From an optimization exercise on the open Yosys and OpenROAD flow, aimed at small area, a short achievable clock period and few clock cycles per item; shortcuts taken in it are not production practice.
The RTL was checked by simulation tests, not by an equivalence proof against the original design.
Power and IR drop assume default switching activity.

==> flow/design.v, too long to show whole: its modules and the start of the top module <==
// module binary_adder: 5 lines
// module adder_subtracter: 27 lines
// module mux2: 6 lines
// module sb16: 36 lines
// module ROM1: 15 lines
// module ROM2: 24 lines
// module mask_d: 45 lines
// module ACC: 133 lines
// module top_ALU: 32 lines
// module addressb: 54 lines
// module fau: 336 lines
// module inversion_rom: 21 lines
// module inversion_new: 153 lines
// module instruction_decoder: 71 lines
// module scalarconv_tnaf: 570 lines
// module scalarconv_top: 42 lines
// module processor: 93 lines
// module program_rom: 94 lines
// module ecsm_fsm: 222 lines
// module ecsm_processor: 24 lines
module ecsm_processor(clk, rst, en_ecsm, done_ecsm, addr, doutb, dina, wea);
  // ...
==> flow/flow/run.sh <==
#!/bin/bash
set -euo pipefail
sed 's/SETUP_SLACK_MARGIN=5/SETUP_SLACK_MARGIN=6/' standard.sh > standard_m6.sh
grep -q 'SETUP_SLACK_MARGIN=6' standard_m6.sh
bash standard_m6.sh > standard.log 2>&1
==> flow/standard.sh <==
#!/bin/bash
# synth_recipe.tcl (not shown) runs the flow's synth.tcl, then flattens the netlist and writes it again
# the make line also repeats each setting of config.mk as NAME=value (left out here)
make -C /OpenROAD-flow-scripts/flow DESIGN_CONFIG=/design/flow/config.mk WORK_HOME=/design/flow/orfs CLKGATE_MAP_FILE= SYNTH_SCRIPT=/design/flow/synth_recipe.tcl "${@:-finish}"
==> flow/config.mk <==
export PLATFORM = sky130hd
export DESIGN_NAME = ecsm_processor
export DESIGN_NICKNAME = ecsm_processor
export VERILOG_FILES = /design/flow/design.v
export SDC_FILE = /design/flow/constraint.sdc
export NUM_CORES = 4
export LEC_CHECK = 0
export ABC_AREA = 1
export CAP_MARGIN = 20
export CORE_MARGIN = 2
export CORE_UTILIZATION = 40
export SETUP_SLACK_MARGIN = 5
export SLEW_MARGIN = 20
==> flow/constraint.sdc <==
create_clock -name core_clock -period 10.0 [get_ports {clk}]
set_input_delay 2.0000 -clock core_clock [delete_from_list [all_inputs] [get_ports {clk}]]
set_output_delay 2.0000 -clock core_clock [all_outputs]
set_load 0.01 [all_outputs]
==> impl_metrics.json, run 1 <==
{
  "synthAdderAreaFrac": 0.0424,
  "synth.ff_latch_count": 424,
  "worstPathRequired_ns": 10.51,
  "dr.pass1.iters": 9,
  "synth_compound_area_frac": 0.168,
  "syn_nets": 5120,
  "dp_hpwl_um": 85600,
  "r2r_slack_ns": 5.54,
  "num_antenna_cells": 0,
  "nonClkBufAreaFrac": 0.0611,
  "hold_path_depth": 2,
  "drt-initial-drc-count": 3751,
  "relSlewSlack": 0.261,
  "nNonClkBuffers": 215,
  "wl_met2_um": 53300,
  "p_seq_mw": 1.93,
  "grt_setup_unrepaired": "true",
  "wl_met1_um": 54600,
  "final_cell_mix": "1161 x nand2_1, 556 x inv_1, 509 x nor2_1",
  "drc_errors": 0,
  "n_all_inverters": 601,
  "place_ws_ns": 4.75,
  "port_buffers": 44,
  "status": "no timing/DRC/antenna violations",
  "fin_crit_sh": 0.446,
  "drive_gt1_frac": 0.117,
  "crit_fanout": 8,
  "synth_cell_type_count": 74,
  "yosys.area.top_type": "dfxtp_1",
  "antenna_found_initial": 2,
  "cp_slowest_cell": "dfxtp_4",
  "cts.path.max_buffers": 3,
  "synth_ff_type": "dfxtp_1",
  "routed_wirelength_um": 124000,
  "cts_setup_buffers": 77,
  "h-tree-depth": 2,
  "clkbuf_count": 70,
  "die-width_um": 289
}
Testbench counts, summed over its fixed seeds: cycles 8,836,244, items 12.
==> module fau, before the edit <==
module fau(clk, rst, mode, baseA, baseB, baseD, doutb, addr, dina, wea, done, addr_n, wea_n);
input clk, rst;
input [1:0] mode;
input [7:0] baseA, baseB, baseD;
input [15:0] doutb;
output [7:0] addr;
output reg [15:0] dina;
output [7:0] addr_n;     
output wea_n;
output wea;
output done;
localparam [7:0] TEMP = 8'd234;
localparam [3:0] S_IDLE = 4'd0, S_MUL = 4'd1, S_MULEND = 4'd2, S_SQP = 4'd3, S_SQR = 4'd4,
                 S_SQC = 4'd5, S_ADD = 4'd6, S_CPY = 4'd7, S_DONE = 4'd10;
localparam [4:0] T_NONE = 5'd0, T_RD = 5'd1, T_PE = 5'd2, T_PO = 5'd3, T_RDB = 5'd4,
                 T_RDC = 5'd5, T_L0 = 5'd6, T_L1 = 5'd7, T_FX0 = 5'd8, T_FX1 = 5'd9,
                 T_MW0 = 5'd10, T_MW1 = 5'd11, T_WH = 5'd12, T_SG = 5'd13, T_SQH = 5'd14,
                 T_WX = 5'd15, T_SQ8 = 5'd16;
localparam [1:0] B_A = 2'd0, B_B = 2'd1, B_D = 2'd2, B_T = 2'd3;
localparam [1:0] O_IA = 2'd0, O_JB = 2'd1, O_I = 2'd2, O_WC = 2'd3;
reg [3:0] state;
reg [4:0] i, ia, jb, p, wc;
reg whi;                 
reg sqd;                 
reg [1:0] slot;
reg nxtA, bnd, podd, firstel;
reg [2:0] wq;
reg qhi;                 
reg [3:0] ms;            
wire is_mul = (state == S_MUL) || (state == S_MULEND);
reg [7:0] addr_r, bD;
reg we_r;
reg [4:0] tag1, tag2;
reg [1:0] gs1, gs2;      
reg [1:0] n_bs, n_os;
reg n_we;
reg [4:0] n_tag;
reg [1:0] n_gs;
assign addr = addr_r;
assign wea = we_r;
assign done = (state == S_DONE);
wire is_bnd = nxtA ? (ia == 5'd17) : (jb == 5'd0);
wire [4:0] pn = p + 5'd1;
wire [5:0] cn = {pn, 1'b0} - 6'd17;    
wire wbs_hi = whi;
always @* begin
  n_bs = B_D;
  n_os = O_WC;
  n_we = 1'b0;
  n_tag = T_NONE;
  n_gs = 2'd0;
  case (state)
    S_MUL: begin
      if (wq != 3'd0) begin
        if (!qhi) begin
          n_we = 1'b1; n_bs = B_T; n_os = O_WC;
          n_tag = (wq == 3'd2) ? T_MW0 : T_MW1;
        end else if (wq[2]) begin
          n_bs = B_T; n_os = O_I; n_tag = T_L0; n_gs = (i == 5'd0) ? 2'd1 : 2'd0;
        end else if (wq == 3'd3) begin
          n_bs = B_T; n_os = O_I; n_tag = T_L1;
        end else begin
          n_we = 1'b1; n_bs = B_D; n_os = O_WC; n_tag = (wq == 3'd2) ? T_WX : T_WH;
        end
      end else begin
        n_bs = nxtA ? B_A : B_B; n_os = nxtA ? O_IA : O_JB;
        n_tag = firstel ? T_RD : (podd ? T_PO : T_PE);
      end
    end
    S_MULEND: begin
      case (ms)
        4'd1: begin n_bs = B_T; n_os = O_I; n_tag = T_L0; end
        4'd2: begin n_bs = B_T; n_os = O_I; n_tag = T_L1; n_gs = 2'd3; end
        4'd3: begin n_we = 1'b1; n_tag = T_WX; end
        4'd4: begin n_we = 1'b1; n_tag = T_WH; end
        4'd5: begin n_bs = B_D; n_os = O_I; n_tag = T_FX0; end
        4'd6: begin n_bs = B_D; n_os = O_I; n_tag = T_FX1; end
        4'd7: begin n_we = 1'b1; n_tag = T_WX; end
        4'd8: begin n_we = 1'b1; n_tag = T_WH; end
        default: ;
      endcase
    end
    S_SQP: begin
      n_bs = B_A;
      case (slot)
        2'd0: begin n_tag = T_RD;  n_os = O_IA; end    
        2'd1: begin n_tag = T_SG;  n_os = O_IA; end    
        2'd2: begin n_tag = T_SQ8; n_os = O_IA; end    
        default: begin n_tag = T_RD; n_os = O_JB; end  
      endcase
    end
    S_SQR: begin
      case (slot)
        2'd0: begin
          n_tag = T_SQH; n_bs = B_A; n_os = O_IA;
          n_gs = (i == 5'd0) ? 2'd1 : (i == 5'd8) ? 2'd3 : 2'd0;
        end
        2'd1: begin
          n_bs = B_A; n_os = O_JB;
          if (i != 5'd8) n_tag = T_RD;
        end
        2'd2: begin n_we = 1'b1; n_tag = T_WX; n_bs = whi ? B_D : B_T; n_os = O_WC; end
        default: begin n_we = 1'b1; n_tag = T_WH; n_bs = whi ? B_D : B_T; n_os = O_WC; end
      endcase
    end
    S_SQC: begin
      if (slot == 2'd0) begin
        n_bs = B_T; n_os = O_I;
        if (i != 5'd10) n_tag = T_RDC;
      end else begin
        if (i != 5'd0) begin n_we = 1'b1; n_tag = T_WX; end
      end
    end
    S_ADD: begin
      if (slot == 2'd0) begin
        n_bs = B_A; n_os = O_I;
        if (i != 5'd18) n_tag = T_RD;
      end else if (slot == 2'd1) begin
        n_bs = B_B; n_os = O_I;
        if (i != 5'd18) n_tag = T_RDB;
      end else begin
        if (i != 5'd0) begin n_we = 1'b1; n_tag = T_WX; end
      end
    end
    S_CPY: begin
      if (slot == 2'd0) begin
        n_bs = B_A; n_os = O_I;
        if (i != 5'd18) n_tag = T_RDC;
      end else begin
        if (i != 5'd0) begin n_we = 1'b1; n_tag = T_WX; end
      end
    end
    default: ;
  endcase
end
assign addr_n = n_base + {3'b000, n_off};
assign wea_n = n_we & ~rst;
wire [7:0] n_base = (n_bs == B_A) ? baseA : (n_bs == B_B) ? baseB : (n_bs == B_D) ? bD : TEMP;
wire [4:0] n_off = (n_os == O_IA) ? ia : (n_os == O_JB) ? jb : (n_os == O_I) ? i : wc;
always @(posedge clk) begin
  if (rst) begin
    state <= S_IDLE;
    i <= 5'd0; slot <= 2'd0; p <= 5'd0; wc <= 5'd0; whi <= 1'b0;
    ia <= 5'd0; jb <= 5'd1; nxtA <= 1'b0; bnd <= 1'b0; podd <= 1'b1; firstel <= 1'b1;
    wq <= 3'd0; qhi <= 1'b0; ms <= 4'd0;
  end else begin
    if (n_we) wc <= wc + 5'd1;
    case (state)
      S_IDLE: begin
        bD <= baseD;
        case (mode)
          2'd0: begin state <= S_MUL; whi <= 1'b0; end
          2'd1: begin state <= S_SQP; whi <= (baseA != baseD); sqd <= (baseA != baseD); ia <= 5'd16; jb <= 5'd0; end
          2'd2: begin state <= S_ADD; whi <= 1'b1; end
          default: begin state <= S_CPY; whi <= 1'b1; end
        endcase
      end
      S_MUL: begin
        if (wq != 3'd0) begin
          wq <= wq - 3'd1;
          if (!qhi && wc == 5'd17) wc <= 5'd0;
          if (qhi && wq[2:1] != 2'd1) i <= i + 5'd1;
        end else begin
          if (nxtA) ia <= ia + 5'd1; else jb <= jb - 5'd1;
          nxtA <= ~nxtA;
          if (!firstel) podd <= ~podd;
          firstel <= 1'b0;
          if (is_bnd) bnd <= 1'b1;
          if (bnd) begin
            bnd <= 1'b0;
            firstel <= 1'b1;
            if (p == 5'd17) begin
              state <= S_MULEND; ms <= 4'd0;
            end else begin
              p <= pn;
              if (pn <= 5'd8) begin
                nxtA <= 1'b0; ia <= 5'd0; jb <= {pn[3:0], 1'b1}; podd <= 1'b1;
              end else begin
                nxtA <= 1'b1; ia <= cn[4:0]; jb <= 5'd17; podd <= 1'b0;
              end
            end
          end else if (firstel && p != 5'd0) begin
            wq <= (p >= 5'd10) ? 3'd4 : 3'd2;
            qhi <= (p >= 5'd10);
          end
        end
      end
      S_MULEND: begin
        ms <= ms + 4'd1;
        if (ms == 4'd1) i <= i + 5'd1;
        if (ms == 4'd2) i <= 5'd0;
        if (ms == 4'd4) wc <= 5'd0;
        if (ms == 4'd5) i <= i + 5'd1;
        if (ms == 4'd8) state <= S_DONE;
      end
      S_SQP: begin
        slot <= slot + 2'd1;
        case (slot)
          2'd0: ia <= 5'd17;
          2'd1: ia <= 5'd8;
          2'd2: ia <= 5'd9;
          default: begin jb <= 5'd1; state <= S_SQR; i <= 5'd0; end
        endcase
      end
      S_SQR: begin
        slot <= slot + 2'd1;
        if (slot == 2'd0) ia <= ia + 5'd1;
        if (slot == 2'd1) jb <= jb + 5'd1;
        if (slot == 2'd3 && wc == 5'd9) whi <= 1'b1;
        if (slot == 2'd3) begin
          if (i == 5'd8) begin state <= sqd ? S_DONE : S_SQC; i <= 5'd0; slot <= 2'd0; wc <= 5'd0; end
          else i <= i + 5'd1;
        end
      end
      S_SQC: begin
        if (slot == 2'd1) begin
          slot <= 2'd0;
          if (i == 5'd10) state <= S_DONE;
          else i <= i + 5'd1;
        end else slot <= slot + 2'd1;
      end
      S_ADD: begin
        if (slot == 2'd2) begin
          slot <= 2'd0;
          if (i == 5'd18) state <= S_DONE;
          else i <= i + 5'd1;
        end else slot <= slot + 2'd1;
      end
      S_CPY: begin
        if (slot == 2'd1) begin
          slot <= 2'd0;
          if (i == 5'd18) state <= S_DONE;
          else i <= i + 5'd1;
        end else slot <= slot + 2'd1;
      end
      default: ;
    endcase
  end
end
always @(posedge clk) begin
  if (rst) begin
    we_r <= 1'b0; tag1 <= T_NONE; tag2 <= T_NONE; gs1 <= 2'd0; gs2 <= 2'd0;
  end else begin
    we_r <= n_we; tag1 <= n_tag; tag2 <= tag1; gs1 <= n_gs; gs2 <= gs1;
  end
  addr_r <= addr_n;
end
reg [15:0] W, X, SQ, Hm;
reg [4:0] Pm2;          
wire [15:0] Pm1 = SQ;
reg [30:0] acc_e, acc_o;
reg [10:0] G;
wire [30:0] prod;
sb16 mul(W, doutb, prod);
function [15:0] fold;    
input [15:0] h, hp;
begin
  fold = h ^ {h[10:0], hp[15:11]} ^ {h[8:0], hp[15:9]} ^ {h[3:0], hp[15:4]};
end
endfunction
function [15:0] spread8;
input [7:0] a;
integer k;
begin
  spread8 = 16'd0;
  for (k = 0; k < 8; k = k + 1) spread8[2*k] = a[k];
end
endfunction
wire is_sq = (tag2 == T_SQH) || (tag2 == T_SG);
wire [15:0] lo_in = spread8(doutb[7:0]);
wire [15:0] hi_in = spread8(doutb[15:8]);
wire [15:0] loS = spread8(SQ[7:0]);
wire [15:0] hiS = spread8(SQ[15:8]);
wire [15:0] loW = spread8(W[7:0]);
wire [15:0] hiW = spread8(W[15:8]);
wire [15:0] Pw0 = acc_e[15:0];
wire [15:0] Pw1 = acc_o[15:0] ^ {1'b0, acc_e[30:16]};
wire [15:0] Hsq_m1 = (gs2 == 2'd1) ? 16'd0 : {hiS[10:0], loS[15:11]};    
wire [15:0] Hsq_0  = {lo_in[10:0], hiS[15:11]};                         
wire [15:0] Hsq_1  = {hi_in[10:0], lo_in[15:11]};                       
wire [15:0] Hm_m1 = (gs2 == 2'd1) ? 16'd0 : {Pm1[10:0], Pm2};           
wire [15:0] Hm_0  = {Pw0[10:0], Pm1[15:11]};                            
wire [15:0] Hm_1  = {Pw1[10:0], Pw0[15:11]};                            
wire [15:0] fa = is_sq ? fold(Hsq_0, Hsq_m1) : fold(Hm_0, Hm_m1);
wire [15:0] fb = is_sq ? fold(Hsq_1, Hsq_0) : fold(Hm_1, Hm_0);
wire [15:0] H16 = is_sq ? {lo_in[10:0], hiW[15:11]} : Hm_0;
wire [15:0] H17 = is_sq ? {hi_in[10:0], lo_in[15:11]} : Hm_1;
wire [15:0] F17 = fold(H17, H16);
wire [15:0] F18w = (H17 >> 11) ^ (H17 >> 9) ^ (H17 >> 4);
wire [5:0]  F18 = F18w[5:0];
wire [15:0] Gf0 = {5'd0, G} ^ {G, 5'd0} ^ {G[8:0], 7'd0} ^ {G[3:0], 12'd0};
wire [15:0] Gf1 = {14'd0, G[10:9]} ^ {9'd0, G[10:4]};
wire [15:0] Rm1a = doutb ^ fb;
wire [15:0] Rm1 = (gs2 == 2'd3) ? {5'd0, Rm1a[10:0]} : Rm1a;
wire [15:0] Rs0 = loW ^ fa ^ ((gs2 == 2'd1) ? Gf0 : 16'd0);
wire [15:0] Rs1a = hiW ^ fb ^ ((gs2 == 2'd1) ? Gf1 : 16'd0);
wire [15:0] Rs1 = (gs2 == 2'd3) ? {5'd0, Rs1a[10:0]} : Rs1a;
reg [30:0] acc_e_n, acc_o_n;
reg [15:0] X_n, Hm_n;
always @* begin
  acc_e_n = acc_e; acc_o_n = acc_o; X_n = X; Hm_n = Hm;
  case (tag2)
    T_PE: acc_e_n = acc_e ^ prod;
    T_PO: acc_o_n = acc_o ^ prod;
    T_RDB: X_n = W ^ doutb;
    T_RDC: X_n = doutb;
    T_L0: X_n = doutb ^ fa;
    T_L1: Hm_n = Rm1;
    T_FX0: X_n = doutb ^ Gf0;
    T_FX1: Hm_n = doutb ^ Gf1;
    T_SQH: begin X_n = Rs0; Hm_n = Rs1; end
    default: ;
  endcase
  if (tag1 == T_MW1 || (tag1 == T_WH && is_mul) || rst) begin
    acc_e_n = rst ? 31'd0 : {16'd0, acc_o[30:16]};
    acc_o_n = 31'd0;
  end
end
always @(posedge clk) begin
  acc_e <= acc_e_n; acc_o <= acc_o_n; X <= X_n; Hm <= Hm_n;
  case (tag2)
    T_RD, T_PE, T_PO: W <= doutb;
    T_L0, T_SG: G <= {F18, F17[15:11]};
    T_SQ8, T_SQH: SQ <= doutb;
    default: ;
  endcase
  if (tag1 == T_MW1 || (tag1 == T_WH && is_mul) || rst) begin
    Pm2 <= Pw0[15:11];
    SQ <= Pw1;
  end
end
always @(posedge clk)
  dina <= (n_tag == T_MW0) ? acc_e_n[15:0] :
          (n_tag == T_MW1) ? (acc_o_n[15:0] ^ {1'b0, acc_e_n[30:16]}) :
          (n_tag == T_WH) ? Hm_n : X_n;
endmodule
==> module processor, before the edit <==
module 	processor(clk, rst, instruction_ready, instruction, op0, op1, op2,
			address, doutb, dina, wea, length_even, done_SC, Tbit_pair, flag_adjustment, instruction_executed,
			state_SC);
input clk, rst;
input instruction_ready;
input [2:0] instruction;
input [3:0] op0, op1, op2;
output [7:0] address;
input [15:0] doutb;
output [15:0] dina;
output wea;
output length_even, done_SC;
output [1:0] Tbit_pair, flag_adjustment;
output instruction_executed;
output [5:0] state_SC;
wire [5:0] state_SC;
wire [8:0] length_counter;
wire [15:0] CL, R2, R1;
wire [2:0] state_inv;
wire [7:0] inv_rom_dout;
wire [7:0] count;
wire done_primitive, done_inversion;
wire [8:0] control_group3, control_group3_ins, control_group3_inv;
wire [3:0] BasePtSel;
wire [1:0] Base_en, mode;
wire en_primitive, en_invert, suspend;
wire [4:0] SCOffset;
wire [2:0] BaseSel_SC;
wire [8:0] control_group1, control_group1_SC;
wire [13:0] control_group2, control_group2_SC;
wire b0_one, b1_zero, M4_out0;
wire [1:0] Tbit_pair, flag_adjustment;
wire wea_SC, address_carryin;
wire Tbit_no_sign, rst_d_carry, LSB_store;
wire [7:0] address_SC, RdBase1, RdBase2, BasePointer, RdBase1_n, RdBase2_n;
wire suspend_n, Tbit_no_sign_n, address_carryin_n;
wire [2:0] BaseSel_n;
wire [4:0] SCOffset_n;
wire [7:0] op0_base;
reg suspend_r;
reg [7:0] address_SC_r;
wire [15:0] dina_ALU;
wire [7:0] address_F, address_F_n;
wire [15:0] dina_F;
wire wea_F, wea_F_n, wea_SC_n;
reg [7:0] address_r;
reg wea_r;
instruction_decoder  INS_DEC(clk, rst, instruction_ready, Tbit_ready,
				  instruction, op0, op1, op2, done_primitive, done_inversion,
				  control_group3_ins, en_invert, suspend,
				  instruction_executed, suspend_n);
always @(posedge clk)
	suspend_r <= rst | suspend_n;
scalarconv_top	 SC(clk, rst, suspend_r, Tbit_no_sign, b0_one, b1_zero, M4_out0, flag_adjustment,
	  	 rst_d_carry, control_group1_SC, control_group2_SC, wea_SC, address_carryin, BaseSel_SC, SCOffset,
		 length_even, Tbit_ready, done_SC,
		 state_SC, length_counter, Tbit_no_sign_n, BaseSel_n, SCOffset_n, address_carryin_n, wea_SC_n);
inversion_new	IN(clk, ~en_invert, done_primitive,
				control_group3_inv, done_inversion,
				state_inv, inv_rom_dout, count);
fau		FU(clk, rst | ~en_primitive, mode, RdBase1, RdBase2, BasePointer,
		   doutb, address_F, dina_F, wea_F, done_primitive, address_F_n, wea_F_n);
top_ALU			ALU(clk, rst, rst_d_carry, control_group1, control_group2, mode, 1'b1, 1'b0, 3'd0,
			    LSB_store, Tbit_no_sign, doutb, dina_ALU, b0_one, b1_zero, Tbit_pair, M4_out0, flag_adjustment,
       			    CL, R2, R1, Tbit_no_sign_n);
addressb		ADDR(clk, rst, 5'd0, 6'd0, SCOffset, suspend_r,
			     BasePtSel, (suspend_r==1'b0) ? BaseSel_SC : 3'd0, 1'b0, Base_en, address_carryin, address_SC,
			     RdBase1, RdBase2, BasePointer, RdBase1_n, RdBase2_n);
ROM2 OP0BASE(op0, op0_base);
wire [7:0] base_SC_n = (BaseSel_n==3'd0) ? RdBase1_n
                      :(BaseSel_n==3'd1) ? RdBase2_n
                      :(BaseSel_n==3'd2) ? 8'd234
                      :(BaseSel_n==3'd3) ? op0_base
                      :(BaseSel_n==3'd4) ? 8'd243
                      :(BaseSel_n==3'd5) ? 8'd63
                      :(BaseSel_n==3'd6) ? 8'd72
                      : 8'd81;
wire [7:0] address_SC_n = base_SC_n + {3'b000, SCOffset_n} + address_carryin_n;
always @(posedge clk)
	address_SC_r <= address_SC_n;
wire suspend_nx = rst | suspend_n;
always @(posedge clk) begin
	address_r <= suspend_nx ? address_F_n : address_SC_n;
	wea_r <= suspend_nx ? wea_F_n : wea_SC_n;
end
assign control_group1 = (suspend_r==1'b0) ? control_group1_SC : 9'b001110010;
assign control_group2 = control_group2_SC;
assign control_group3 = (en_invert) ? control_group3_inv : control_group3_ins;
assign {BasePtSel, Base_en, mode, en_primitive} = control_group3;
assign address = address_r;
assign dina = (suspend_r==1'b0) ? dina_ALU : dina_F;
assign wea = wea_r;
endmodule
==> module program_rom, before the edit <==
module program_rom(prog_addr, inst, addr_opa, addr_opb, addr_res);
input  [6:0] prog_addr;
output [2:0] inst;
output [3:0] addr_opa, addr_opb, addr_res;
reg [14:0] word;
always @*
begin
  case(prog_addr)
    7'd0: word = {3'b111, 4'd3, 4'd0, 4'd1};  
    7'd1: word = {3'b011, 4'd6, 4'd10, 4'd0};  
    7'd2: word = {3'b011, 4'd8, 4'd11, 4'd0};  
    7'd3: word = {3'b001, 4'd6, 4'd10, 4'd6};  
    7'd4: word = {3'b100, 4'd7, 4'd6, 4'd0};  
    7'd5: word = {3'b001, 4'd1, 4'd11, 4'd8};  
    7'd6: word = {3'b010, 4'd9, 4'd1, 4'd7};  
    7'd7: word = {3'b011, 4'd1, 4'd9, 4'd0};  
    7'd8: word = {3'b001, 4'd1, 4'd1, 4'd9};  
    7'd9: word = {3'b001, 4'd6, 4'd6, 4'd1};  
    7'd10: word = {3'b001, 4'd1, 4'd6, 4'd10};  
    7'd11: word = {3'b010, 4'd8, 4'd9, 4'd1};  
    7'd12: word = {3'b001, 4'd8, 4'd8, 4'd6};  
    7'd13: word = {3'b001, 4'd8, 4'd8, 4'd11};  
    7'd14: word = {3'b010, 4'd7, 4'd7, 4'd10};  
    7'd15: word = {3'b001, 4'd9, 4'd9, 4'd7};  
    7'd16: word = {3'b011, 4'd1, 4'd7, 4'd0};  
    7'd17: word = {3'b001, 4'd7, 4'd7, 4'd1};  
    7'd18: word = {3'b001, 4'd7, 4'd7, 4'd6};  
    7'd19: word = {3'b001, 4'd1, 4'd7, 4'd10};  
    7'd20: word = {3'b010, 4'd9, 4'd9, 4'd1};  
    7'd21: word = {3'b001, 4'd9, 4'd9, 4'd7};  
    7'd22: word = {3'b001, 4'd9, 4'd9, 4'd11};  
    7'd23: word = {3'b001, 4'd9, 4'd9, 4'd10};  
    7'd24: word = {3'b001, 4'd11, 4'd10, 4'd11};  
    7'd25: word = {3'b001, 4'd1, 4'd10, 4'd11};  
    7'd26: word = {3'b010, 4'd10, 4'd10, 4'd12};  
    7'd27: word = {3'b011, 4'd1, 4'd12, 4'd0};  
    7'd28: word = {3'b010, 4'd11, 4'd11, 4'd1};  
    7'd29: word = {3'b011, 4'd1, 4'd11, 4'd0};  
    7'd30: word = {3'b011, 4'd11, 4'd1, 4'd0};  
    7'd31: word = {3'b011, 4'd1, 4'd10, 4'd0};  
    7'd32: word = {3'b011, 4'd10, 4'd1, 4'd0};  
    7'd33: word = {3'b011, 4'd1, 4'd12, 4'd0};  
    7'd34: word = {3'b011, 4'd12, 4'd1, 4'd0};  
    7'd35: word = {3'b101, 4'd3, 4'd6, 4'd0};  
    7'd36: word = {3'b101, 4'd4, 4'd8, 4'd0};  
    7'd37: word = {3'b001, 4'd5, 4'd6, 4'd8};  
    7'd38: word = {3'b101, 4'd3, 4'd7, 4'd0};  
    7'd39: word = {3'b101, 4'd4, 4'd9, 4'd0};  
    7'd40: word = {3'b001, 4'd5, 4'd7, 4'd9};  
    7'd41: word = {3'b101, 4'd3, 4'd6, 4'd0};  
    7'd42: word = {3'b101, 4'd5, 4'd8, 4'd0};  
    7'd43: word = {3'b001, 4'd4, 4'd6, 4'd8};  
    7'd44: word = {3'b101, 4'd3, 4'd7, 4'd0};  
    7'd45: word = {3'b101, 4'd5, 4'd9, 4'd0};  
    7'd46: word = {3'b001, 4'd4, 4'd7, 4'd9};  
    7'd47: word = {3'b011, 4'd1, 4'd12, 4'd0};  
    7'd48: word = {3'b010, 4'd1, 4'd1, 4'd4};  
    7'd49: word = {3'b001, 4'd1, 4'd1, 4'd11};  
    7'd50: word = {3'b010, 4'd2, 4'd12, 4'd3};  
    7'd51: word = {3'b001, 4'd2, 4'd2, 4'd10};  
    7'd52: word = {3'b011, 4'd10, 4'd2, 4'd0};  
    7'd53: word = {3'b001, 4'd10, 4'd10, 4'd1};  
    7'd54: word = {3'b010, 4'd2, 4'd2, 4'd12};  
    7'd55: word = {3'b010, 4'd10, 4'd10, 4'd2};  
    7'd56: word = {3'b010, 4'd11, 4'd1, 4'd2};  
    7'd57: word = {3'b011, 4'd1, 4'd1, 4'd0};  
    7'd58: word = {3'b001, 4'd10, 4'd10, 4'd1};  
    7'd59: word = {3'b011, 4'd12, 4'd2, 4'd0};  
    7'd60: word = {3'b010, 4'd2, 4'd3, 4'd12};  
    7'd61: word = {3'b001, 4'd2, 4'd2, 4'd10};  
    7'd62: word = {3'b001, 4'd11, 4'd11, 4'd12};  
    7'd63: word = {3'b010, 4'd11, 4'd11, 4'd2};  
    7'd64: word = {3'b011, 4'd1, 4'd12, 4'd0};  
    7'd65: word = {3'b010, 4'd1, 4'd1, 4'd5};  
    7'd66: word = {3'b001, 4'd11, 4'd11, 4'd1};  
    7'd67: word = {3'b101, 4'd6, 4'd12, 4'd0};  
    7'd68: word = {3'b100, 4'd7, 4'd6, 4'd0};  
    7'd69: word = {3'b010, 4'd10, 4'd10, 4'd7};  
    7'd70: word = {3'b011, 4'd7, 4'd7, 4'd0};  
    7'd71: word = {3'b010, 4'd11, 4'd11, 4'd7};  
    7'd72: word = {3'b101, 4'd10, 4'd6, 4'd0};  
    7'd73: word = {3'b101, 4'd11, 4'd8, 4'd0};  
    7'd74: word = {3'b101, 4'd10, 4'd7, 4'd0};  
    7'd75: word = {3'b101, 4'd11, 4'd9, 4'd0};  
    7'd76: word = {3'b101, 4'd1, 4'd6, 4'd0};  
    7'd77: word = {3'b101, 4'd2, 4'd8, 4'd0};  
    default: word = 15'd0;
  endcase
end
assign inst     = word[14:12];
assign addr_res = word[11:8];
assign addr_opa = word[7:4];
assign addr_opb = word[3:0];
endmodule
==> module ecsm_processor, before the edit <==
module ecsm_processor(clk, rst, en_ecsm, done_ecsm, addr, doutb, dina, wea);
input clk, rst;
input en_ecsm;
output done_ecsm;
output [7:0] addr;
input [15:0] doutb;
output [15:0] dina;
output wea;
wire [6:0] prog_addr;
wire [2:0] inst;
wire [3:0] addr_opa, addr_opb, addr_res;
wire en_primitive, done_primitive;
wire done_k, k_even;
wire [1:0] k_bits, k_end;
wire [5:0] state_SC;
wire proc_rst = done_ecsm;	 
ecsm_fsm i_ecsm_fsm(.clk(clk), .rst(rst), .en_ecsm(en_ecsm), .en_primitive(en_primitive),
                    .done_primitive(done_primitive), .done_ecsm(done_ecsm), .k_even(k_even),
                    .done_k(done_k), .k_bits(k_bits), .k_end(k_end), .prog_addr(prog_addr));
program_rom i_program_rom(.prog_addr(prog_addr), .inst(inst), .addr_opa(addr_opa),
                          .addr_opb(addr_opb), .addr_res(addr_res));
processor i_processor(clk, proc_rst, en_primitive, inst, addr_res, addr_opa, addr_opb, addr, doutb, dina, wea,
                      k_even, done_k, k_bits, k_end, done_primitive, state_SC);
endmodule
==> run 2, diff against run 1 <==
--- a/flow/design.v
+++ b/flow/design.v
@@ -375,10 +375,12 @@
 					: {1'b0,RdOffset};						  
 assign address = BaseAddress + Offset + address_carryin; 
 endmodule
-module fau(clk, rst, mode, baseA, baseB, baseD, doutb, addr, dina, wea, done, addr_n, wea_n);
+module fau(clk, rst, mode, baseA, baseB, baseD, doutb, addr, dina, wea, done, addr_n, wea_n, baseC, fz);
 input clk, rst;
 input [1:0] mode;
 input [7:0] baseA, baseB, baseD;
+input [7:0] baseC;       
+input fz;                
 input [15:0] doutb;
 output [7:0] addr;
 output reg [15:0] dina;
@@ -392,14 +394,14 @@
 localparam [4:0] T_NONE = 5'd0, T_RD = 5'd1, T_PE = 5'd2, T_PO = 5'd3, T_RDB = 5'd4,
                  T_RDC = 5'd5, T_L0 = 5'd6, T_L1 = 5'd7, T_FX0 = 5'd8, T_FX1 = 5'd9,
                  T_MW0 = 5'd10, T_MW1 = 5'd11, T_WH = 5'd12, T_SG = 5'd13, T_SQH = 5'd14,
-                 T_WX = 5'd15, T_SQ8 = 5'd16;
-localparam [1:0] B_A = 2'd0, B_B = 2'd1, B_D = 2'd2, B_T = 2'd3;
-localparam [1:0] O_IA = 2'd0, O_JB = 2'd1, O_I = 2'd2, O_WC = 2'd3;
+                 T_WX = 5'd15, T_SQ8 = 5'd16, T_C0 = 5'd17, T_C1 = 5'd18;
+localparam [2:0] B_A = 3'd0, B_B = 3'd1, B_D = 3'd2, B_T = 3'd3, B_C = 3'd4;
+localparam [2:0] O_IA = 3'd0, O_JB = 3'd1, O_I = 3'd2, O_WC = 3'd3, O_X = 3'd4;
 reg [3:0] state;
 reg [4:0] i, ia, jb, p, wc;
 reg whi;                 
 reg sqd;                 
-reg [1:0] slot;
+reg [2:0] slot;
 reg nxtA, bnd, podd, firstel;
 reg [2:0] wq;
 reg qhi;                 
@@ -409,7 +411,9 @@
 reg we_r;
 reg [4:0] tag1, tag2;
 reg [1:0] gs1, gs2;      
-reg [1:0] n_bs, n_os;
+reg [2:0] n_bs;
+reg [2:0] n_os;
+reg [4:0] n_offx;         
 reg n_we;
 reg [4:0] n_tag;
 reg [1:0] n_gs;
@@ -426,16 +430,21 @@
   n_we = 1'b0;
   n_tag = T_NONE;
   n_gs = 2'd0;
+  n_offx = 5'd0;
   case (state)
     S_MUL: begin
       if (wq != 3'd0) begin
         if (!qhi) begin
           n_we = 1'b1; n_bs = B_T; n_os = O_WC;
           n_tag = (wq == 3'd2) ? T_MW0 : T_MW1;
-        end else if (wq[2]) begin
+        end else if (wq == (fz ? 3'd6 : 3'd4)) begin
           n_bs = B_T; n_os = O_I; n_tag = T_L0; n_gs = (i == 5'd0) ? 2'd1 : 2'd0;
-        end else if (wq == 3'd3) begin
+        end else if (wq == (fz ? 3'd5 : 3'd3)) begin
           n_bs = B_T; n_os = O_I; n_tag = T_L1;
+        end else if (fz && wq == 3'd4) begin
+          n_bs = B_C; n_os = O_WC; n_tag = T_C0;
+        end else if (fz && wq == 3'd3) begin
+          n_bs = B_C; n_os = O_I; n_tag = T_C1;
         end else begin
           n_we = 1'b1; n_bs = B_D; n_os = O_WC; n_tag = (wq == 3'd2) ? T_WX : T_WH;
         end
@@ -445,11 +454,13 @@
       end
     end
     S_MULEND: begin
-      case (ms)
+      case (fz ? ((ms >= 4'd5) ? ms - 4'd2 : ms) : ms)
         4'd1: begin n_bs = B_T; n_os = O_I; n_tag = T_L0; end
         4'd2: begin n_bs = B_T; n_os = O_I; n_tag = T_L1; n_gs = 2'd3; end
-        4'd3: begin n_we = 1'b1; n_tag = T_WX; end
-        4'd4: begin n_we = 1'b1; n_tag = T_WH; end
+        4'd3: if (fz && ms == 4'd3) begin n_bs = B_C; n_os = O_WC; n_tag = T_C0; end
+              else begin n_we = 1'b1; n_tag = T_WX; end
+        4'd4: if (fz && ms == 4'd4) begin n_bs = B_C; n_os = O_I; n_tag = T_C1; end
+              else begin n_we = 1'b1; n_tag = T_WH; end
         4'd5: begin n_bs = B_D; n_os = O_I; n_tag = T_FX0; end
         4'd6: begin n_bs = B_D; n_os = O_I; n_tag = T_FX1; end
         4'd7: begin n_we = 1'b1; n_tag = T_WX; end
@@ -468,15 +479,19 @@
     end
     S_SQR: begin
       case (slot)
-        2'd0: begin
+        3'd0: begin
           n_tag = T_SQH; n_bs = B_A; n_os = O_IA;
           n_gs = (i == 5'd0) ? 2'd1 : (i == 5'd8) ? 2'd3 : 2'd0;
         end
-        2'd1: begin
+        3'd1: begin
           n_bs = B_A; n_os = O_JB;
           if (i != 5'd8) n_tag = T_RD;
         end
-        2'd2: begin n_we = 1'b1; n_tag = T_WX; n_bs = whi ? B_D : B_T; n_os = O_WC; end
+        3'd2: if (fz) begin n_tag = T_C0; n_bs = B_C; n_os = O_X; n_offx = {i[3:0], 1'b0}; end
+              else begin n_we = 1'b1; n_tag = T_WX; n_bs = whi ? B_D : B_T; n_os = O_WC; end
+        3'd3: if (fz) begin n_tag = T_C1; n_bs = B_C; n_os = O_X; n_offx = {i[3:0], 1'b1}; end
+              else begin n_we = 1'b1; n_tag = T_WH; n_bs = whi ? B_D : B_T; n_os = O_WC; end
+        3'd4: begin n_we = 1'b1; n_tag = T_WX; n_bs = whi ? B_D : B_T; n_os = O_WC; end
         default: begin n_we = 1'b1; n_tag = T_WH; n_bs = whi ? B_D : B_T; n_os = O_WC; end
       endcase
     end
@@ -512,8 +527,8 @@
 end
 assign addr_n = n_base + {3'b000, n_off};
 assign wea_n = n_we & ~rst;
-wire [7:0] n_base = (n_bs == B_A) ? baseA : (n_bs == B_B) ? baseB : (n_bs == B_D) ? bD : TEMP;
-wire [4:0] n_off = (n_os == O_IA) ? ia : (n_os == O_JB) ? jb : (n_os == O_I) ? i : wc;
+wire [7:0] n_base = (n_bs == B_A) ? baseA : (n_bs == B_B) ? baseB : (n_bs == B_D) ? bD : (n_bs == B_C) ? baseC : TEMP;
+wire [4:0] n_off = (n_os == O_IA) ? ia : (n_os == O_JB) ? jb : (n_os == O_I) ? i : (n_os == O_WC) ? wc : n_offx;
 always @(posedge clk) begin
   if (rst) begin
     state <= S_IDLE;
@@ -536,7 +551,7 @@
         if (wq != 3'd0) begin
           wq <= wq - 3'd1;
           if (!qhi && wc == 5'd17) wc <= 5'd0;
-          if (qhi && wq[2:1] != 2'd1) i <= i + 5'd1;
+          if (qhi && (wq == (fz ? 3'd6 : 3'd4) || wq == 3'd1)) i <= i + 5'd1;
         end else begin
           if (nxtA) ia <= ia + 5'd1; else jb <= jb - 5'd1;
           nxtA <= ~nxtA;
@@ -557,7 +572,7 @@
               end
             end
           end else if (firstel && p != 5'd0) begin
-            wq <= (p >= 5'd10) ? 3'd4 : 3'd2;
+            wq <= (p >= 5'd10) ? (fz ? 3'd6 : 3'd4) : 3'd2;
             qhi <= (p >= 5'd10);
           end
         end
@@ -565,10 +580,10 @@
       S_MULEND: begin
         ms <= ms + 4'd1;
         if (ms == 4'd1) i <= i + 5'd1;
-        if (ms == 4'd2) i <= 5'd0;
-        if (ms == 4'd4) wc <= 5'd0;
-        if (ms == 4'd5) i <= i + 5'd1;
-        if (ms == 4'd8) state <= S_DONE;
+        if (ms == (fz ? 4'd4 : 4'd2)) i <= 5'd0;
+        if (ms == (fz ? 4'd6 : 4'd4)) wc <= 5'd0;
+        if (ms == (fz ? 4'd7 : 4'd5)) i <= i + 5'd1;
+        if (ms == (fz ? 4'd10 : 4'd8)) state <= S_DONE;
       end
       S_SQP: begin
         slot <= slot + 2'd1;
@@ -576,16 +591,17 @@
           2'd0: ia <= 5'd17;
           2'd1: ia <= 5'd8;
           2'd2: ia <= 5'd9;
-          default: begin jb <= 5'd1; state <= S_SQR; i <= 5'd0; end
+          default: begin jb <= 5'd1; state <= S_SQR; i <= 5'd0; slot <= 3'd0; end
         endcase
       end
       S_SQR: begin
-        slot <= slot + 2'd1;
-        if (slot == 2'd0) ia <= ia + 5'd1;
-        if (slot == 2'd1) jb <= jb + 5'd1;
-        if (slot == 2'd3 && wc == 5'd9) whi <= 1'b1;
-        if (slot == 2'd3) begin
-          if (i == 5'd8) begin state <= sqd ? S_DONE : S_SQC; i <= 5'd0; slot <= 2'd0; wc <= 5'd0; end
+        slot <= slot + 3'd1;
+        if (slot == 3'd0) ia <= ia + 5'd1;
+        if (slot == 3'd1) jb <= jb + 5'd1;
+        if (slot == (fz ? 3'd5 : 3'd3)) begin
+          slot <= 3'd0;
+          if (wc == 5'd9) whi <= 1'b1;
+          if (i == 5'd8) begin state <= sqd ? S_DONE : S_SQC; i <= 5'd0; wc <= 5'd0; end
           else i <= i + 5'd1;
         end
       end
@@ -684,6 +700,8 @@
     T_L0: X_n = doutb ^ fa;
     T_L1: Hm_n = Rm1;
     T_FX0: X_n = doutb ^ Gf0;
+    T_C0: X_n = X ^ doutb;
+    T_C1: Hm_n = Hm ^ doutb;
     T_FX1: Hm_n = doutb ^ Gf1;
     T_SQH: begin X_n = Rs0; Hm_n = Rs1; end
     default: ;
@@ -1570,7 +1588,7 @@
 endmodule
 module 	processor(clk, rst, instruction_ready, instruction, op0, op1, op2,
 			address, doutb, dina, wea, length_even, done_SC, Tbit_pair, flag_adjustment, instruction_executed,
-			state_SC);
+			state_SC, fuse, op3);
 input clk, rst;
 input instruction_ready;
 input [2:0] instruction;
@@ -1583,6 +1601,8 @@
 output [1:0] Tbit_pair, flag_adjustment;
 output instruction_executed;
 output [5:0] state_SC;
+input fuse;		 
+input [3:0] op3;
 wire [5:0] state_SC;
 wire [8:0] length_counter;
 wire [15:0] CL, R2, R1;
@@ -1606,7 +1626,7 @@
 wire suspend_n, Tbit_no_sign_n, address_carryin_n;
 wire [2:0] BaseSel_n;
 wire [4:0] SCOffset_n;
-wire [7:0] op0_base;
+wire [7:0] op0_base, op3_base;
 reg suspend_r;
 reg [7:0] address_SC_r;
 wire [15:0] dina_ALU;
@@ -1629,7 +1649,7 @@
 				control_group3_inv, done_inversion,
 				state_inv, inv_rom_dout, count);
 fau		FU(clk, rst | ~en_primitive, mode, RdBase1, RdBase2, BasePointer,
-		   doutb, address_F, dina_F, wea_F, done_primitive, address_F_n, wea_F_n);
+		   doutb, address_F, dina_F, wea_F, done_primitive, address_F_n, wea_F_n, op3_base, fuse);
 top_ALU			ALU(clk, rst, rst_d_carry, control_group1, control_group2, mode, 1'b1, 1'b0, 3'd0,
 			    LSB_store, Tbit_no_sign, doutb, dina_ALU, b0_one, b1_zero, Tbit_pair, M4_out0, flag_adjustment,
        			    CL, R2, R1, Tbit_no_sign_n);
@@ -1637,6 +1657,7 @@
 			     BasePtSel, (suspend_r==1'b0) ? BaseSel_SC : 3'd0, 1'b0, Base_en, address_carryin, address_SC,
 			     RdBase1, RdBase2, BasePointer, RdBase1_n, RdBase2_n);
 ROM2 OP0BASE(op0, op0_base);
+ROM2 OP3BASE(op3, op3_base);
 wire [7:0] base_SC_n = (BaseSel_n==3'd0) ? RdBase1_n
                       :(BaseSel_n==3'd1) ? RdBase2_n
                       :(BaseSel_n==3'd2) ? 8'd234
@@ -1661,95 +1682,93 @@
 assign dina = (suspend_r==1'b0) ? dina_ALU : dina_F;
 assign wea = wea_r;
 endmodule
-module program_rom(prog_addr, inst, addr_opa, addr_opb, addr_res);
+module program_rom(prog_addr, inst, addr_opa, addr_opb, addr_res, fuse, addr_opc);
 input  [6:0] prog_addr;
 output [2:0] inst;
 output [3:0] addr_opa, addr_opb, addr_res;
-reg [14:0] word;
+output fuse;
+output [3:0] addr_opc;
+reg [19:0] word;
 always @*
 begin
   case(prog_addr)
-    7'd0: word = {3'b111, 4'd3, 4'd0, 4'd1};  
-    7'd1: word = {3'b011, 4'd6, 4'd10, 4'd0};  
-    7'd2: word = {3'b011, 4'd8, 4'd11, 4'd0};  
-    7'd3: word = {3'b001, 4'd6, 4'd10, 4'd6};  
-    7'd4: word = {3'b100, 4'd7, 4'd6, 4'd0};  
-    7'd5: word = {3'b001, 4'd1, 4'd11, 4'd8};  
-    7'd6: word = {3'b010, 4'd9, 4'd1, 4'd7};  
-    7'd7: word = {3'b011, 4'd1, 4'd9, 4'd0};  
-    7'd8: word = {3'b001, 4'd1, 4'd1, 4'd9};  
-    7'd9: word = {3'b001, 4'd6, 4'd6, 4'd1};  
-    7'd10: word = {3'b001, 4'd1, 4'd6, 4'd10};  
-    7'd11: word = {3'b010, 4'd8, 4'd9, 4'd1};  
-    7'd12: word = {3'b001, 4'd8, 4'd8, 4'd6};  
-    7'd13: word = {3'b001, 4'd8, 4'd8, 4'd11};  
-    7'd14: word = {3'b010, 4'd7, 4'd7, 4'd10};  
-    7'd15: word = {3'b001, 4'd9, 4'd9, 4'd7};  
-    7'd16: word = {3'b011, 4'd1, 4'd7, 4'd0};  
-    7'd17: word = {3'b001, 4'd7, 4'd7, 4'd1};  
-    7'd18: word = {3'b001, 4'd7, 4'd7, 4'd6};  
-    7'd19: word = {3'b001, 4'd1, 4'd7, 4'd10};  
-    7'd20: word = {3'b010, 4'd9, 4'd9, 4'd1};  
-    7'd21: word = {3'b001, 4'd9, 4'd9, 4'd7};  
-    7'd22: word = {3'b001, 4'd9, 4'd9, 4'd11};  
-    7'd23: word = {3'b001, 4'd9, 4'd9, 4'd10};  
-    7'd24: word = {3'b001, 4'd11, 4'd10, 4'd11};  
-    7'd25: word = {3'b001, 4'd1, 4'd10, 4'd11};  
-    7'd26: word = {3'b010, 4'd10, 4'd10, 4'd12};  
-    7'd27: word = {3'b011, 4'd1, 4'd12, 4'd0};  
-    7'd28: word = {3'b010, 4'd11, 4'd11, 4'd1};  
-    7'd29: word = {3'b011, 4'd1, 4'd11, 4'd0};  
-    7'd30: word = {3'b011, 4'd11, 4'd1, 4'd0};  
-    7'd31: word = {3'b011, 4'd1, 4'd10, 4'd0};  
-    7'd32: word = {3'b011, 4'd10, 4'd1, 4'd0};  
-    7'd33: word = {3'b011, 4'd1, 4'd12, 4'd0};  
-    7'd34: word = {3'b011, 4'd12, 4'd1, 4'd0};  
-    7'd35: word = {3'b101, 4'd3, 4'd6, 4'd0};  
-    7'd36: word = {3'b101, 4'd4, 4'd8, 4'd0};  
-    7'd37: word = {3'b001, 4'd5, 4'd6, 4'd8};  
-    7'd38: word = {3'b101, 4'd3, 4'd7, 4'd0};  
-    7'd39: word = {3'b101, 4'd4, 4'd9, 4'd0};  
-    7'd40: word = {3'b001, 4'd5, 4'd7, 4'd9};  
-    7'd41: word = {3'b101, 4'd3, 4'd6, 4'd0};  
-    7'd42: word = {3'b101, 4'd5, 4'd8, 4'd0};  
-    7'd43: word = {3'b001, 4'd4, 4'd6, 4'd8};  
-    7'd44: word = {3'b101, 4'd3, 4'd7, 4'd0};  
-    7'd45: word = {3'b101, 4'd5, 4'd9, 4'd0};  
-    7'd46: word = {3'b001, 4'd4, 4'd7, 4'd9};  
-    7'd47: word = {3'b011, 4'd1, 4'd12, 4'd0};  
-    7'd48: word = {3'b010, 4'd1, 4'd1, 4'd4};  
-    7'd49: word = {3'b001, 4'd1, 4'd1, 4'd11};  
-    7'd50: word = {3'b010, 4'd2, 4'd12, 4'd3};  
-    7'd51: word = {3'b001, 4'd2, 4'd2, 4'd10};  
-    7'd52: word = {3'b011, 4'd10, 4'd2, 4'd0};  
-    7'd53: word = {3'b001, 4'd10, 4'd10, 4'd1};  
-    7'd54: word = {3'b010, 4'd2, 4'd2, 4'd12};  
-    7'd55: word = {3'b010, 4'd10, 4'd10, 4'd2};  
-    7'd56: word = {3'b010, 4'd11, 4'd1, 4'd2};  
-    7'd57: word = {3'b011, 4'd1, 4'd1, 4'd0};  
-    7'd58: word = {3'b001, 4'd10, 4'd10, 4'd1};  
-    7'd59: word = {3'b011, 4'd12, 4'd2, 4'd0};  
-    7'd60: word = {3'b010, 4'd2, 4'd3, 4'd12};  
-    7'd61: word = {3'b001, 4'd2, 4'd2, 4'd10};  
-    7'd62: word = {3'b001, 4'd11, 4'd11, 4'd12};  
-    7'd63: word = {3'b010, 4'd11, 4'd11, 4'd2};  
-    7'd64: word = {3'b011, 4'd1, 4'd12, 4'd0};  
-    7'd65: word = {3'b010, 4'd1, 4'd1, 4'd5};  
-    7'd66: word = {3'b001, 4'd11, 4'd11, 4'd1};  
-    7'd67: word = {3'b101, 4'd6, 4'd12, 4'd0};  
-    7'd68: word = {3'b100, 4'd7, 4'd6, 4'd0};  
-    7'd69: word = {3'b010, 4'd10, 4'd10, 4'd7};  
-    7'd70: word = {3'b011, 4'd7, 4'd7, 4'd0};  
-    7'd71: word = {3'b010, 4'd11, 4'd11, 4'd7};  
-    7'd72: word = {3'b101, 4'd10, 4'd6, 4'd0};  
-    7'd73: word = {3'b101, 4'd11, 4'd8, 4'd0};  
-    7'd74: word = {3'b101, 4'd10, 4'd7, 4'd0};  
-    7'd75: word = {3'b101, 4'd11, 4'd9, 4'd0};  
-    7'd76: word = {3'b101, 4'd1, 4'd6, 4'd0};  
-    7'd77: word = {3'b101, 4'd2, 4'd8, 4'd0};  
-    default: word = 15'd0;
+    7'd0: word = {1'b0, 4'd0, 3'b111, 4'd3, 4'd0, 4'd1};  
+    7'd1: word = {1'b0, 4'd0, 3'b011, 4'd6, 4'd10, 4'd0};  
+    7'd2: word = {1'b0, 4'd0, 3'b011, 4'd8, 4'd11, 4'd0};  
+    7'd3: word = {1'b0, 4'd0, 3'b001, 4'd6, 4'd10, 4'd6};  
+    7'd4: word = {1'b0, 4'd0, 3'b100, 4'd7, 4'd6, 4'd0};  
+    7'd5: word = {1'b0, 4'd0, 3'b001, 4'd1, 4'd11, 4'd8};  
+    7'd6: word = {1'b0, 4'd0, 3'b010, 4'd9, 4'd1, 4'd7};  
+    7'd7: word = {1'b0, 4'd0, 3'b011, 4'd1, 4'd9, 4'd0};  
+    7'd8: word = {1'b0, 4'd0, 3'b001, 4'd1, 4'd1, 4'd9};  
+    7'd9: word = {1'b0, 4'd0, 3'b001, 4'd6, 4'd6, 4'd1};  
+    7'd10: word = {1'b0, 4'd0, 3'b001, 4'd1, 4'd6, 4'd10};  
+    7'd11: word = {1'b0, 4'd0, 3'b010, 4'd8, 4'd9, 4'd1};  
+    7'd12: word = {1'b0, 4'd0, 3'b001, 4'd8, 4'd8, 4'd6};  
+    7'd13: word = {1'b0, 4'd0, 3'b001, 4'd8, 4'd8, 4'd11};  
+    7'd14: word = {1'b0, 4'd0, 3'b010, 4'd7, 4'd7, 4'd10};  
+    7'd15: word = {1'b0, 4'd0, 3'b001, 4'd9, 4'd9, 4'd7};  
+    7'd16: word = {1'b0, 4'd0, 3'b011, 4'd1, 4'd7, 4'd0};  
+    7'd17: word = {1'b0, 4'd0, 3'b001, 4'd7, 4'd7, 4'd1};  
+    7'd18: word = {1'b0, 4'd0, 3'b001, 4'd7, 4'd7, 4'd6};  
+    7'd19: word = {1'b0, 4'd0, 3'b001, 4'd1, 4'd7, 4'd10};  
+    7'd20: word = {1'b0, 4'd0, 3'b010, 4'd9, 4'd9, 4'd1};  
+    7'd21: word = {1'b0, 4'd0, 3'b001, 4'd9, 4'd9, 4'd7};  
+    7'd22: word = {1'b0, 4'd0, 3'b001, 4'd9, 4'd9, 4'd11};  
+    7'd23: word = {1'b0, 4'd0, 3'b001, 4'd9, 4'd9, 4'd10};  
+    7'd24: word = {1'b0, 4'd0, 3'b001, 4'd11, 4'd10, 4'd11};  
+    7'd25: word = {1'b0, 4'd0, 3'b001, 4'd1, 4'd10, 4'd11};  
+    7'd26: word = {1'b0, 4'd0, 3'b010, 4'd10, 4'd10, 4'd12};  
+    7'd27: word = {1'b0, 4'd0, 3'b011, 4'd1, 4'd12, 4'd0};  
+    7'd28: word = {1'b0, 4'd0, 3'b010, 4'd11, 4'd11, 4'd1};  
+    7'd29: word = {1'b0, 4'd0, 3'b011, 4'd1, 4'd11, 4'd0};  
+    7'd30: word = {1'b0, 4'd0, 3'b011, 4'd11, 4'd1, 4'd0};  
+    7'd31: word = {1'b0, 4'd0, 3'b011, 4'd1, 4'd10, 4'd0};  
+    7'd32: word = {1'b0, 4'd0, 3'b011, 4'd10, 4'd1, 4'd0};  
+    7'd33: word = {1'b0, 4'd0, 3'b011, 4'd1, 4'd12, 4'd0};  
+    7'd34: word = {1'b0, 4'd0, 3'b011, 4'd12, 4'd1, 4'd0};  
+    7'd35: word = {1'b0, 4'd0, 3'b101, 4'd3, 4'd6, 4'd0};  
+    7'd36: word = {1'b0, 4'd0, 3'b101, 4'd4, 4'd8, 4'd0};  
+    7'd37: word = {1'b0, 4'd0, 3'b001, 4'd5, 4'd6, 4'd8};  
+    7'd38: word = {1'b0, 4'd0, 3'b101, 4'd3, 4'd7, 4'd0};  
+    7'd39: word = {1'b0, 4'd0, 3'b101, 4'd4, 4'd9, 4'd0};  
+    7'd40: word = {1'b0, 4'd0, 3'b001, 4'd5, 4'd7, 4'd9};  
+    7'd41: word = {1'b0, 4'd0, 3'b101, 4'd3, 4'd6, 4'd0};  
+    7'd42: word = {1'b0, 4'd0, 3'b101, 4'd5, 4'd8, 4'd0};  
+    7'd43: word = {1'b0, 4'd0, 3'b001, 4'd4, 4'd6, 4'd8};  
+    7'd44: word = {1'b0, 4'd0, 3'b101, 4'd3, 4'd7, 4'd0};  
+    7'd45: word = {1'b0, 4'd0, 3'b101, 4'd5, 4'd9, 4'd0};  
+    7'd46: word = {1'b0, 4'd0, 3'b001, 4'd4, 4'd7, 4'd9};  
+    7'd47: word = {1'b0, 4'd0, 3'b011, 4'd1, 4'd12, 4'd0};  
+    7'd48: word = {1'b1, 4'd11, 3'b010, 4'd1, 4'd1, 4'd4};  
+    7'd49: word = {1'b1, 4'd10, 3'b010, 4'd2, 4'd12, 4'd3};  
+    7'd50: word = {1'b1, 4'd1, 3'b011, 4'd10, 4'd2, 4'd0};  
+    7'd51: word = {1'b0, 4'd0, 3'b010, 4'd2, 4'd2, 4'd12};  
+    7'd52: word = {1'b0, 4'd0, 3'b010, 4'd10, 4'd10, 4'd2};  
+    7'd53: word = {1'b0, 4'd0, 3'b010, 4'd11, 4'd1, 4'd2};  
+    7'd54: word = {1'b1, 4'd10, 3'b011, 4'd10, 4'd1, 4'd0};  
+    7'd55: word = {1'b0, 4'd0, 3'b011, 4'd12, 4'd2, 4'd0};  
+    7'd56: word = {1'b1, 4'd10, 3'b010, 4'd2, 4'd3, 4'd12};  
+    7'd57: word = {1'b0, 4'd0, 3'b001, 4'd11, 4'd11, 4'd12};  
+    7'd58: word = {1'b0, 4'd0, 3'b010, 4'd11, 4'd11, 4'd2};  
+    7'd59: word = {1'b0, 4'd0, 3'b011, 4'd1, 4'd12, 4'd0};  
+    7'd60: word = {1'b1, 4'd11, 3'b010, 4'd11, 4'd1, 4'd5};  
+    7'd61: word = {1'b0, 4'd0, 3'b101, 4'd6, 4'd12, 4'd0};  
+    7'd62: word = {1'b0, 4'd0, 3'b100, 4'd7, 4'd6, 4'd0};  
+    7'd63: word = {1'b0, 4'd0, 3'b010, 4'd10, 4'd10, 4'd7};  
+    7'd64: word = {1'b0, 4'd0, 3'b011, 4'd7, 4'd7, 4'd0};  
+    7'd65: word = {1'b0, 4'd0, 3'b010, 4'd11, 4'd11, 4'd7};  
+    7'd66: word = {1'b0, 4'd0, 3'b101, 4'd10, 4'd6, 4'd0};  
+    7'd67: word = {1'b0, 4'd0, 3'b101, 4'd11, 4'd8, 4'd0};  
+    7'd68: word = {1'b0, 4'd0, 3'b101, 4'd10, 4'd7, 4'd0};  
+    7'd69: word = {1'b0, 4'd0, 3'b101, 4'd11, 4'd9, 4'd0};  
+    7'd70: word = {1'b0, 4'd0, 3'b101, 4'd1, 4'd6, 4'd0};  
+    7'd71: word = {1'b0, 4'd0, 3'b101, 4'd2, 4'd8, 4'd0};  
+    default: word = 20'd0;
   endcase
 end
+assign fuse     = word[19];
+assign addr_opc = word[18:15];
 assign inst     = word[14:12];
 assign addr_res = word[11:8];
 assign addr_opa = word[7:4];
@@ -1783,15 +1802,15 @@
 localparam [6:0] PNTR_SUBINIT_M_B   = 7'd44;
 localparam [6:0] PNTR_SUBINIT_M_E   = 7'd46;
 localparam [6:0] PNTR_ADDSUB_B      = 7'd47;
-localparam [6:0] PNTR_ADDSUB_E      = 7'd66;
-localparam [6:0] PNTR_AFFINE_B      = 7'd67;
-localparam [6:0] PNTR_AFFINE_E      = 7'd71;
-localparam [6:0] PNTR_CHGBASE_P_R_B = 7'd72;
-localparam [6:0] PNTR_CHGBASE_P_R_E = 7'd73;
-localparam [6:0] PNTR_CHGBASE_M_R_B = 7'd74;
-localparam [6:0] PNTR_CHGBASE_M_R_E = 7'd75;
-localparam [6:0] PNTR_CHGBASE_D_B   = 7'd76;
-localparam [6:0] PNTR_CHGBASE_D_E   = 7'd77;
+localparam [6:0] PNTR_ADDSUB_E      = 7'd60;
+localparam [6:0] PNTR_AFFINE_B      = 7'd61;
+localparam [6:0] PNTR_AFFINE_E      = 7'd65;
+localparam [6:0] PNTR_CHGBASE_P_R_B = 7'd66;
+localparam [6:0] PNTR_CHGBASE_P_R_E = 7'd67;
+localparam [6:0] PNTR_CHGBASE_M_R_B = 7'd68;
+localparam [6:0] PNTR_CHGBASE_M_R_E = 7'd69;
+localparam [6:0] PNTR_CHGBASE_D_B   = 7'd70;
+localparam [6:0] PNTR_CHGBASE_D_E   = 7'd71;
 localparam [5:0] ST_IDLE = 6'd0, ST_GET_MSB_E = 6'd1,
   ST_PRECOMP_B = 6'd2, ST_PRECOMP_C = 6'd3, ST_PRECOMP_E = 6'd4,
   ST_CHGBASE_P_R_B = 6'd5, ST_CHGBASE_P_R_C = 6'd6, ST_CHGBASE_P_R_E = 6'd7,
@@ -1987,7 +2006,8 @@
 output wea;
 wire [6:0] prog_addr;
 wire [2:0] inst;
-wire [3:0] addr_opa, addr_opb, addr_res;
+wire [3:0] addr_opa, addr_opb, addr_res, addr_opc;
+wire fuse;
 wire en_primitive, done_primitive;
 wire done_k, k_even;
 wire [1:0] k_bits, k_end;
@@ -1997,7 +2017,7 @@
                     .done_primitive(done_primitive), .done_ecsm(done_ecsm), .k_even(k_even),
                     .done_k(done_k), .k_bits(k_bits), .k_end(k_end), .prog_addr(prog_addr));
 program_rom i_program_rom(.prog_addr(prog_addr), .inst(inst), .addr_opa(addr_opa),
-                          .addr_opb(addr_opb), .addr_res(addr_res));
+                          .addr_opb(addr_opb), .addr_res(addr_res), .fuse(fuse), .addr_opc(addr_opc));
 processor i_processor(clk, proc_rst, en_primitive, inst, addr_res, addr_opa, addr_opb, addr, doutb, dina, wea,
-                      k_even, done_k, k_bits, k_end, done_primitive, state_SC);
+                      k_even, done_k, k_bits, k_end, done_primitive, state_SC, fuse, addr_opc);
 endmodule
==> flow/run.sh (new file) <==
#!/bin/bash
# synth_recipe.tcl (not shown) runs the flow's synth.tcl, then flattens the netlist and writes it again
# the make line also repeats each setting of config.mk as NAME=value (left out here)
make -C /OpenROAD-flow-scripts/flow DESIGN_CONFIG=/design/flow/config.mk WORK_HOME=/design/flow/orfs CLKGATE_MAP_FILE= SYNTH_SCRIPT=/design/flow/synth_recipe.tcl finish
removed: flow/flow/run.sh
removed: flow/standard.sh
==> run 2 against run 1 <==
Effect of this change: hold slack better by 0.013 ns; core utilization is 3.1 points lower; sequential power is 3% lower; cell count is 2.1% higher; clock power is 2% higher; fmax is 7.6% lower; synthesized area is 3.2% higher; critical endpoint is now i_processor.FU.dina[7]$_DFF_P_; largest cell class unchanged.
==> impl_metrics.json, run 2 <==
{
  "gp_congestion": 1.01,
  "yosysTopAreaCellShare": 0.207,
  "hp-class": "reg -> reg",
  "p_total_mw": 5.52,
  "grt_pass1_wl_um": 191000,
  "tns_ns": 0,
  "grt_setup_unrepaired": "true",
  "yosysMostFrequentCell": "nand2_1",
  "critical_path.endpoint_type": "flip-flop",
  "layout_commonest_cell": "nand2_1",
  "irDropWorstVdd_uv": 127,
  "finalCriticalPeriod_ns": 4.83,
  "cp_slowest_cell": "nor2_1",
  "synth_cell_type_count": 71,
  "p_switching_mw": 2.03,
  "dr.pass1.iters": 8,
  "combinationalPowerShare": 0.294,
  "hold_path_depth": 2,
  "clkTransAtPathRegs_ns": 0.07,
  "syn_nets": 5312,
  "fin_crit_sh": 0.483,
  "synthArstFlopShare": 0,
  "crit_fanout": 14,
  "worstPathRequired_ns": 10.54,
  "synth_warnings": 15,
  "synth_ff_type": "dfxtp_1",
  "grt_max_degree": 46,
  "max_stage_delay_ns": 0.84,
  "globalRouteTotalUtil": 0.280,
  "cts_hold_buffers": 0,
  "port_buffers": 44,
  "netlist_area_um2": 33500,
  "via_count": 35185,
  "synthTopCellsByCount": "1227 x nand2_1, 623 x inv_1, 581 x nor2_1",
  "cts_tree": "done",
  "tightestPinTransition_ns": 1.09,
  "drive_gt1_frac": 0.0665,
  "grt-ovfl-total": 0,
  "vias_per_cell": 5.59,
  "rows": 106,
  "crit_type": "reg -> reg",
  "cts_buffers": 52,
  "cp.depth": 16,
  "nFillCells": 8815,
  "grt_pass1_vias": 32609,
  "crit_family": "buffers and inverters",
  "cts.sinks": 420,
  "antenna_found_initial": 2,
  "maxCapViolCount": 0,
  "synth_area_leaders": "dfxtp_1 21%, nand2_1 14%, inv_1 7.0%",
  "r2r_cells": 16,
  "wl_per_cell_um": 19.7,
  "clkPwrFrac": 0.366,
  "cpMostUsedCell": "inv_1",
  "drv_slew": 0,
  "finish.utilization": 0.448,
  "clock_skew_ns": 0.0320,
  "post_synth_inst_count": 5188,
  "area_delta_synth_final_pct": 11.2,
  "hold_violations": 0,
  "placed_area_um2": 35000,
  "switching_share": 0.368,
  "postRouteAntennaNets": 0,
  "clock_latency_ns": 0.63,
  "ys_seq_area_frac": 0.273,
  "path_cells": "inv_1 > nor3_1 > inv_1 > nor2_1 > nor3_2 > buf_4 > inv_1 > a21oi_1 > inv_1 > nor3_1 > buf_4 > inv_1 > o21ai_0 > a21oi_1 > o21ai_0 > a21oi_1",
  "final_cell_mix": "1221 x nand2_1, 619 x inv_1, 562 x nor2_1",
  "yosys.area.top_type": "dfxtp_1",
  "die_h_um": 293,
  "path_buf_inv": 7,
  "timing.hold.ws_ns": 0.418,
  "synth.ff_latch_count": 420,
  "die-width_um": 293,
  "leakage_nw": 15.9,
  "start_util": 0.402,
  "internal_power_mw": 3.49,
  "fmax_mhz": 207,
  "design_area_um2": 37300,
  "routed_wirelength_um": 124000,
  "relSlewSlack": 0.271,
  "drt-initial-drc-count": 3937,
  "pwr-share-seq": 0.341,
  "h-tree-depth": 2,
  "dp_hpwl_um": 91700,
  "drc_errors": 0,
  "start_kind": "flip-flop",
  "syn_avg_cell_area_um2": 6.46,
  "die_area_um2": 86100,
  "finalSetupViolations": 0,
  "cts.path.max_buffers": 3,
  "num_antenna_cells": 0,
  "fin_nets": 5298,
  "core-area_um2": 83300,
  "num_io_pins": 45,
  "status": "no timing/DRC/antenna violations",
  "root_buffer": "clkbuf_16",
  "crit_arrival_ns": 5.37,
  "power_density_nw_per_um2": 148,
  "synth_edf_count": 73
}
## run 2: cell types whose count changed after synthesis, moves of 9 or more
cell	before	now
nand4_1	42	55
xnor2_1	213	222
nand3_1	228	291
nor2_1	565	581
o22ai_1	38	47
inv_1	576	623
o211ai_1	28	42
a221oi_1	3	13
o21ai_0	385	365
## run 2: tightest hold or removal path: stages, from the launching register on
cell	delay (ns)
dfxtp_1	0.30
inv_1	0.04
nor2_1	0.03
## run 2: layer usage
layer / share of wire / GRT usage / vias up
li1: - / - / 16919
met1: 0.45 / 0.399 / 16253
met2: 0.43 / 0.433 / 1714
met3: 0.087 / 0.0404 / 297
met4: 0.036 / 0.0912 / 2
met5: 0.00014 / 0 / -
## run 2: final timing paths
kind,start,to,slack [ns]
setup reg to reg,i_processor.FU.tag2[2]$_SDFF_PP0_,i_processor.FU.dina[7]$_DFF_P_,5.17
setup / recovery,i_processor.FU.tag2[2]$_SDFF_PP0_,i_processor.FU.dina[7]$_DFF_P_,5.17
hold reg to reg,i_processor.FU.gs1[0]$_SDFF_PP0_,i_processor.FU.gs2[0]$_SDFF_PP0_,0.42
hold / removal,i_processor.FU.gs1[0]$_SDFF_PP0_,i_processor.FU.gs2[0]$_SDFF_PP0_,0.42
## run 2: cell families after synthesis
kind of cell               share of synthesized area
AOI/OAI and AO/OA                              0.171
buffers and inverters                         0.0977
xor gates and xnor gates                       0.120
muxes                                       0.000597
DFF                                            0.273
and+or+nand+nor                                0.298
adders and majority gates                     0.0403
## run 2: power by group through the flow
stage | sequential [mW] | combinational, mW | clock (mW)
floorplan | 1.88 | 1.10 | 0
global placement | 1.92 | 1.58 | 0
detailed placement | 1.92 | 1.57 | 0
CTS | 1.88 | 1.57 | 2.06
global route | 1.89 | 1.79 | 2.13
finish | 1.88 | 1.62 | 2.02
## run 2: final cells by class
class / count / area (um^2) / area share
clock buffer: 71 / 1490 / 0.0398
timing repair buffer: 131 / 1140 / 0.0305
inverter: 654 / 2470 / 0.0662
multi-input combinational: 3914 / 21300 / 0.572
clock inverter: 27 / 344 / 0.00923
timing repair inverter: 1 / 5.00 / 0.000134
sequential: 420 / 9160 / 0.246
tap: 1080 / 1350 / 0.0363
## run 2: what timing repair did
action / 4_1_cts / 5_1_grt
gates resized for setup: 8 / 65
gates cloned: 0 / 4
endpoints found under the setup margin: 5 / 14
setup buffers: 0 / 27
pin swaps: 0 / 13
## run 2: through the flow
stage / setup slack (ns) / instances
after floorplan: 5.85 / 5188
after global placement: 4.55 / 6168
after detailed placement: 4.47 / 6169
after CTS: 5.02 / 6267
after global routing: 4.93 / 6298
final: 5.17 / 6298
Testbench counts of run 2, summed over its fixed seeds: cycles 8,340,720, items 12.

separate check: timing with driven ports:
The flow's constraints put no driver on any port. The routed layouts listed below were extracted and timed again, unchanged, in two steps.
Step 1: set_driving_cell puts a clkbuf_16 on clk and a buf_2 on each other input, an assumption about the parent block.
Step 2, shift: input delay + t, output delay - t, t = (earliest + latest rising clock arrival at the registers) / 2. This alone moves slack from input paths to output paths.
a / b / c = ideal / step 1 / step 2; a / b = the first two.
run	t, ns	slack for setup (ns)	hold slack, ns	slew at the worst register clock pin (ns)	pins driven straight from the clock port
run 1	0.703	5.536 / 5.536 / 5.469	0.405 / 0.405 / 0.405	0.07 / 0.07	1
run 2	0.694	5.170 / 5.170 / 4.686	0.418 / 0.418 / 0.418	0.07 / 0.07	1
After both steps setup and hold are still met in every run listed. For run 2, which loses most, drivers alone change the setup slack by 0.000 ns; drivers and shift together by -0.484 ns.
